Context: an optimization exercise on an open-source flow, tuned for small area and a short achievable clock period. The choices shown serve that exercise and are no tape-out recipe. Power figures rest on the tool's default switching activity, not on a simulated workload.

==> build 6 <==
// MULTI_32bit
module MULTI_32bit(clk, rst, A, B, F);
  input clk, rst;
  input [31:0] A;
  input [31:0] B;
  output reg [31:0] F;
  reg r1_s;
  reg [7:0] r1_e;
  reg r1_c0_0;
  reg r1_c0_1;
  reg r1_c1_0;
  reg r1_c2_0;
  reg r1_c2_1;
  reg r1_c2_2;
  reg r1_c3_0;
  reg r1_c3_1;
  reg r1_c4_0;
  reg r1_c4_1;
  reg r1_c4_2;
  reg r1_c4_3;
  reg r1_c5_0;
  reg r1_c5_1;
  reg r1_c5_2;
  reg r1_c6_0;
  reg r1_c6_1;
  reg r1_c6_2;
  reg r1_c6_3;
  reg r1_c6_4;
  reg r1_c7_0;
  reg r1_c7_1;
  reg r1_c7_2;
  reg r1_c7_3;
  reg r1_c8_0;
  reg r1_c8_1;
  reg r1_c8_2;
  reg r1_c8_3;
  reg r1_c8_4;
  reg r1_c8_5;
  reg r1_c9_0;
  reg r1_c9_1;
  reg r1_c9_2;
  reg r1_c9_3;
  reg r1_c9_4;
  reg r1_c10_0;
  reg r1_c10_1;
  reg r1_c10_2;
  reg r1_c10_3;
  reg r1_c10_4;
  reg r1_c10_5;
  reg r1_c10_6;
  reg r1_c11_0;
  reg r1_c11_1;
  reg r1_c11_2;
  reg r1_c11_3;
  reg r1_c11_4;
  reg r1_c11_5;
  reg r1_c12_0;
  reg r1_c12_1;
  reg r1_c12_2;
  reg r1_c12_3;
  reg r1_c12_4;
  ...
clock: 7.0 ns
lec_check: 0
abc_clock_period_in_ps: 2500
cap_margin: 20
core_margin: 2
core_utilization: 40
setup_slack_margin: 4.5
slew_margin: 20
standard.sh (not shown) runs the stock make flow with config.mk's settings and CLKGATE_MAP_FILE= SYNTH_SCRIPT=/design/flow/synth_recipe.tcl, a recipe that flattens the netlist after the stock synthesis.
==> flow/flow/run.sh <==
#!/bin/bash
# The standard layout, but with port buffers of a plain buffer cell
# (buffer_ports otherwise picks a delay cell, clkdlybuf4s50_1).
set -euo pipefail
export BUFFER_PORTS_ARGS="-buffer_cell sky130_fd_sc_hd__buf_4"
bash standard.sh > make_finish.log 2>&1
==> build 57: changes against build 6 <==
--- a/flow/design.v
+++ b/flow/design.v
@@ -729,37 +729,12 @@
   reg r2_p17;
   reg r2_p18;
   reg r2_p19;
   reg r2_p20;
   reg r2_p21;
   reg r2_p22;
-  reg r2_p23;
-  reg r2_p24;
-  reg r2_p25;
-  reg r2_p26;
-  reg r2_p27;
-  reg r2_p28;
-  reg r2_p29;
-  reg r2_p30;
-  reg r2_p31;
-  reg r2_p32;
-  reg r2_p33;
-  reg r2_p34;
-  reg r2_p35;
-  reg r2_p36;
-  reg r2_p37;
-  reg r2_p38;
-  reg r2_p39;
-  reg r2_p40;
-  reg r2_p41;
-  reg r2_p42;
-  reg r2_p43;
-  reg r2_p44;
-  reg r2_p45;
-  reg r2_p46;
-  reg r2_p47;
   always @(posedge clk) begin
     r2_s <= r1_s;
     r2_e <= r1_e;
     r2_h23 <= h964;
     r2_h24 <= h965;
     r2_h25 <= h966;
@@ -852,37 +827,12 @@
     r2_p17 <= h958;
     r2_p18 <= h959;
     r2_p19 <= h960;
     r2_p20 <= h961;
     r2_p21 <= h962;
     r2_p22 <= h963;
-    r2_p23 <= h964;
-    r2_p24 <= h965;
-    r2_p25 <= h966;
-    r2_p26 <= h967;
-    r2_p27 <= h968;
-    r2_p28 <= h969;
-    r2_p29 <= h970;
-    r2_p30 <= h971;
-    r2_p31 <= h972;
-    r2_p32 <= h973;
-    r2_p33 <= h974;
-    r2_p34 <= h975;
-    r2_p35 <= h976;
-    r2_p36 <= h977;
-    r2_p37 <= h978;
-    r2_p38 <= h979;
-    r2_p39 <= h980;
-    r2_p40 <= h981;
-    r2_p41 <= h982;
-    r2_p42 <= h983;
-    r2_p43 <= h984;
-    r2_p44 <= h985;
-    r2_p45 <= h986;
-    r2_p46 <= h987;
-    r2_p47 <= h988;
   end
   wire one1;
   wire two2;
   wire neg3;
   wire pp4;
   wire pp5;
@@ -3421,62 +3371,62 @@
   assign G1074 = r2_g20 | (r2_p20 & r2_g19);
   assign P1075 = r2_p20 & r2_p19;
   assign G1076 = r2_g21 | (r2_p21 & r2_g20);
   assign P1077 = r2_p21 & r2_p20;
   assign G1078 = r2_g22 | (r2_p22 & r2_g21);
   assign P1079 = r2_p22 & r2_p21;
-  assign G1080 = r2_g23 | (r2_p23 & r2_g22);
-  assign P1081 = r2_p23 & r2_p22;
-  assign G1082 = r2_g24 | (r2_p24 & r2_g23);
-  assign P1083 = r2_p24 & r2_p23;
-  assign G1084 = r2_g25 | (r2_p25 & r2_g24);
-  assign P1085 = r2_p25 & r2_p24;
-  assign G1086 = r2_g26 | (r2_p26 & r2_g25);
-  assign P1087 = r2_p26 & r2_p25;
-  assign G1088 = r2_g27 | (r2_p27 & r2_g26);
-  assign P1089 = r2_p27 & r2_p26;
-  assign G1090 = r2_g28 | (r2_p28 & r2_g27);
-  assign P1091 = r2_p28 & r2_p27;
-  assign G1092 = r2_g29 | (r2_p29 & r2_g28);
-  assign P1093 = r2_p29 & r2_p28;
-  assign G1094 = r2_g30 | (r2_p30 & r2_g29);
-  assign P1095 = r2_p30 & r2_p29;
-  assign G1096 = r2_g31 | (r2_p31 & r2_g30);
-  assign P1097 = r2_p31 & r2_p30;
-  assign G1098 = r2_g32 | (r2_p32 & r2_g31);
-  assign P1099 = r2_p32 & r2_p31;
-  assign G1100 = r2_g33 | (r2_p33 & r2_g32);
-  assign P1101 = r2_p33 & r2_p32;
-  assign G1102 = r2_g34 | (r2_p34 & r2_g33);
-  assign P1103 = r2_p34 & r2_p33;
-  assign G1104 = r2_g35 | (r2_p35 & r2_g34);
-  assign P1105 = r2_p35 & r2_p34;
-  assign G1106 = r2_g36 | (r2_p36 & r2_g35);
-  assign P1107 = r2_p36 & r2_p35;
-  assign G1108 = r2_g37 | (r2_p37 & r2_g36);
-  assign P1109 = r2_p37 & r2_p36;
-  assign G1110 = r2_g38 | (r2_p38 & r2_g37);
-  assign P1111 = r2_p38 & r2_p37;
-  assign G1112 = r2_g39 | (r2_p39 & r2_g38);
-  assign P1113 = r2_p39 & r2_p38;
-  assign G1114 = r2_g40 | (r2_p40 & r2_g39);
-  assign P1115 = r2_p40 & r2_p39;
-  assign G1116 = r2_g41 | (r2_p41 & r2_g40);
-  assign P1117 = r2_p41 & r2_p40;
-  assign G1118 = r2_g42 | (r2_p42 & r2_g41);
-  assign P1119 = r2_p42 & r2_p41;
-  assign G1120 = r2_g43 | (r2_p43 & r2_g42);
-  assign P1121 = r2_p43 & r2_p42;
-  assign G1122 = r2_g44 | (r2_p44 & r2_g43);
-  assign P1123 = r2_p44 & r2_p43;
-  assign G1124 = r2_g45 | (r2_p45 & r2_g44);
-  assign P1125 = r2_p45 & r2_p44;
-  assign G1126 = r2_g46 | (r2_p46 & r2_g45);
-  assign P1127 = r2_p46 & r2_p45;
-  assign G1128 = r2_g47 | (r2_p47 & r2_g46);
-  assign P1129 = r2_p47 & r2_p46;
+  assign G1080 = r2_g23 | (r2_h23 & r2_g22);
+  assign P1081 = r2_h23 & r2_p22;
+  assign G1082 = r2_g24 | (r2_h24 & r2_g23);
+  assign P1083 = r2_h24 & r2_h23;
+  assign G1084 = r2_g25 | (r2_h25 & r2_g24);
+  assign P1085 = r2_h25 & r2_h24;
+  assign G1086 = r2_g26 | (r2_h26 & r2_g25);
+  assign P1087 = r2_h26 & r2_h25;
+  assign G1088 = r2_g27 | (r2_h27 & r2_g26);
+  assign P1089 = r2_h27 & r2_h26;
+  assign G1090 = r2_g28 | (r2_h28 & r2_g27);
+  assign P1091 = r2_h28 & r2_h27;
+  assign G1092 = r2_g29 | (r2_h29 & r2_g28);
+  assign P1093 = r2_h29 & r2_h28;
+  assign G1094 = r2_g30 | (r2_h30 & r2_g29);
+  assign P1095 = r2_h30 & r2_h29;
+  assign G1096 = r2_g31 | (r2_h31 & r2_g30);
+  assign P1097 = r2_h31 & r2_h30;
+  assign G1098 = r2_g32 | (r2_h32 & r2_g31);
+  assign P1099 = r2_h32 & r2_h31;
+  assign G1100 = r2_g33 | (r2_h33 & r2_g32);
+  assign P1101 = r2_h33 & r2_h32;
+  assign G1102 = r2_g34 | (r2_h34 & r2_g33);
+  assign P1103 = r2_h34 & r2_h33;
+  assign G1104 = r2_g35 | (r2_h35 & r2_g34);
+  assign P1105 = r2_h35 & r2_h34;
+  assign G1106 = r2_g36 | (r2_h36 & r2_g35);
+  assign P1107 = r2_h36 & r2_h35;
+  assign G1108 = r2_g37 | (r2_h37 & r2_g36);
+  assign P1109 = r2_h37 & r2_h36;
+  assign G1110 = r2_g38 | (r2_h38 & r2_g37);
+  assign P1111 = r2_h38 & r2_h37;
+  assign G1112 = r2_g39 | (r2_h39 & r2_g38);
+  assign P1113 = r2_h39 & r2_h38;
+  assign G1114 = r2_g40 | (r2_h40 & r2_g39);
+  assign P1115 = r2_h40 & r2_h39;
+  assign G1116 = r2_g41 | (r2_h41 & r2_g40);
+  assign P1117 = r2_h41 & r2_h40;
+  assign G1118 = r2_g42 | (r2_h42 & r2_g41);
+  assign P1119 = r2_h42 & r2_h41;
+  assign G1120 = r2_g43 | (r2_h43 & r2_g42);
+  assign P1121 = r2_h43 & r2_h42;
+  assign G1122 = r2_g44 | (r2_h44 & r2_g43);
+  assign P1123 = r2_h44 & r2_h43;
+  assign G1124 = r2_g45 | (r2_h45 & r2_g44);
+  assign P1125 = r2_h45 & r2_h44;
+  assign G1126 = r2_g46 | (r2_h46 & r2_g45);
+  assign P1127 = r2_h46 & r2_h45;
+  assign G1128 = r2_g47 | (r2_h47 & r2_g46);
+  assign P1129 = r2_h47 & r2_h46;
   assign G1130 = G1038 | (P1039 & r2_g0);
   assign G1131 = G1040 | (P1041 & G1037);
   assign G1132 = G1042 | (P1043 & G1038);
   assign P1133 = P1043 & P1039;
   assign G1134 = G1044 | (P1045 & G1040);
   assign P1135 = P1045 & P1041;
--- a/flow/config.mk
+++ b/flow/config.mk
@@ -6,8 +6,8 @@
 export NUM_CORES = 4
 export LEC_CHECK = 0
 export ABC_CLOCK_PERIOD_IN_PS = 2500
 export CAP_MARGIN = 20
 export CORE_MARGIN = 2
 export CORE_UTILIZATION = 40
-export SETUP_SLACK_MARGIN = 4.5
+export SETUP_SLACK_MARGIN = 4.8
 export SLEW_MARGIN = 20
==> notes.md <==
Synth:
- Of the total synthesized cell area, the portion taken by full adders, half adders and majority gates is 26.1%.

Status:
- The flow ran to the end and the layout has no timing, DRC or antenna violations.

STA:
- The worst setup skew after layout is 0.0169 ns.
- Setup slack on the critical path of the routed design comes to 4.23 ns.

Finish:
- The clock tree buffer count of the final layout is 78.
- The final-layout non-clock buffer area share is 6.25%.
- In the layout the commonest cells are 371 x sky130_fd_sc_hd__dfxtp_1, 284 x sky130_fd_sc_hd__inv_1, 220 x sky130_fd_sc_hd__xnor2_1.

Power:
- Per report_power, the Sequential row totals 4.11 mW.
- The leakage power of the design is 13.0 nW.
- The clock distribution power is 2.72 mW.

Worst setup path:
- In this run the critical register-to-register path is captured at r2_p15.
- The critical path required time is 7.50 ns.

Global routing:
- The maximum number of pins on one net before global-route repair is 46.

Placed design:
- After legalization and detailed placement, the total HPWL measured 45.1 mm.
- The post-placement setup slack is 3.37 ns.
That was build 6.
==> notes.md <==
STA:
- The worst setup skew after layout is 0.0271 ns.

Synth:
- The post-synthesis adder-cell area fraction is 25.9%.

Power:
- For this design the static power due to leakage is 14.4 nW.

Worst setup path:
- In this run the critical register-to-register path is captured at r2_p17.
- The critical path required time is 7.49 ns.

Placed design:
- Timing analysis after detailed placement gives a worst setup slack of 3.44 ns.
- Once detailed placement completed, the half-perimeter wirelength came to 46.0 mm.

Finish:
- Counting the clock-network buffers in the layout gives 66.

Status:
- The flow ran to the end and the layout has no timing, DRC or antenna violations.

Global routing:
- Entering global routing, the biggest net connects 43 pins.
That was build 57.
No run of this note included a check of the RTL's function; only the layout flow was run.

afterwards: timing with drivers on the ports:
The results above use ideal ports. As a check the final layouts listed here were re-extracted and re-timed, cells and wires unchanged.
Step 1 (the two cells are an assumption about what drives the block):
set clk [get_ports {clk}]
set_driving_cell -lib_cell sky130_fd_sc_hd__clkbuf_16 $clk
set_driving_cell -lib_cell sky130_fd_sc_hd__buf_2 [delete_from_list [all_inputs] $clk]
Step 2, shift: input delay + t, output delay - t, t = (earliest + latest rising clock arrival at the registers) / 2. This alone moves slack from input paths to output paths.
Three values: ideal, step 1, step 2; two values: the first two.
run | shift t [ns] | setup slack, ns | worst hold slack (ns)
build 6 | 0.659 | 4.229 / 4.229 / 3.848 | 0.327 / 0.327 / 0.327
build 57 | 0.651 | 4.172 / 4.172 / 3.855 | 0.322 / 0.322 / 0.322
After both steps setup and hold are still met in every run listed. The setup slack of build 6, which loses most, moves by 0.000 ns with the drivers and by -0.381 ns with both steps.
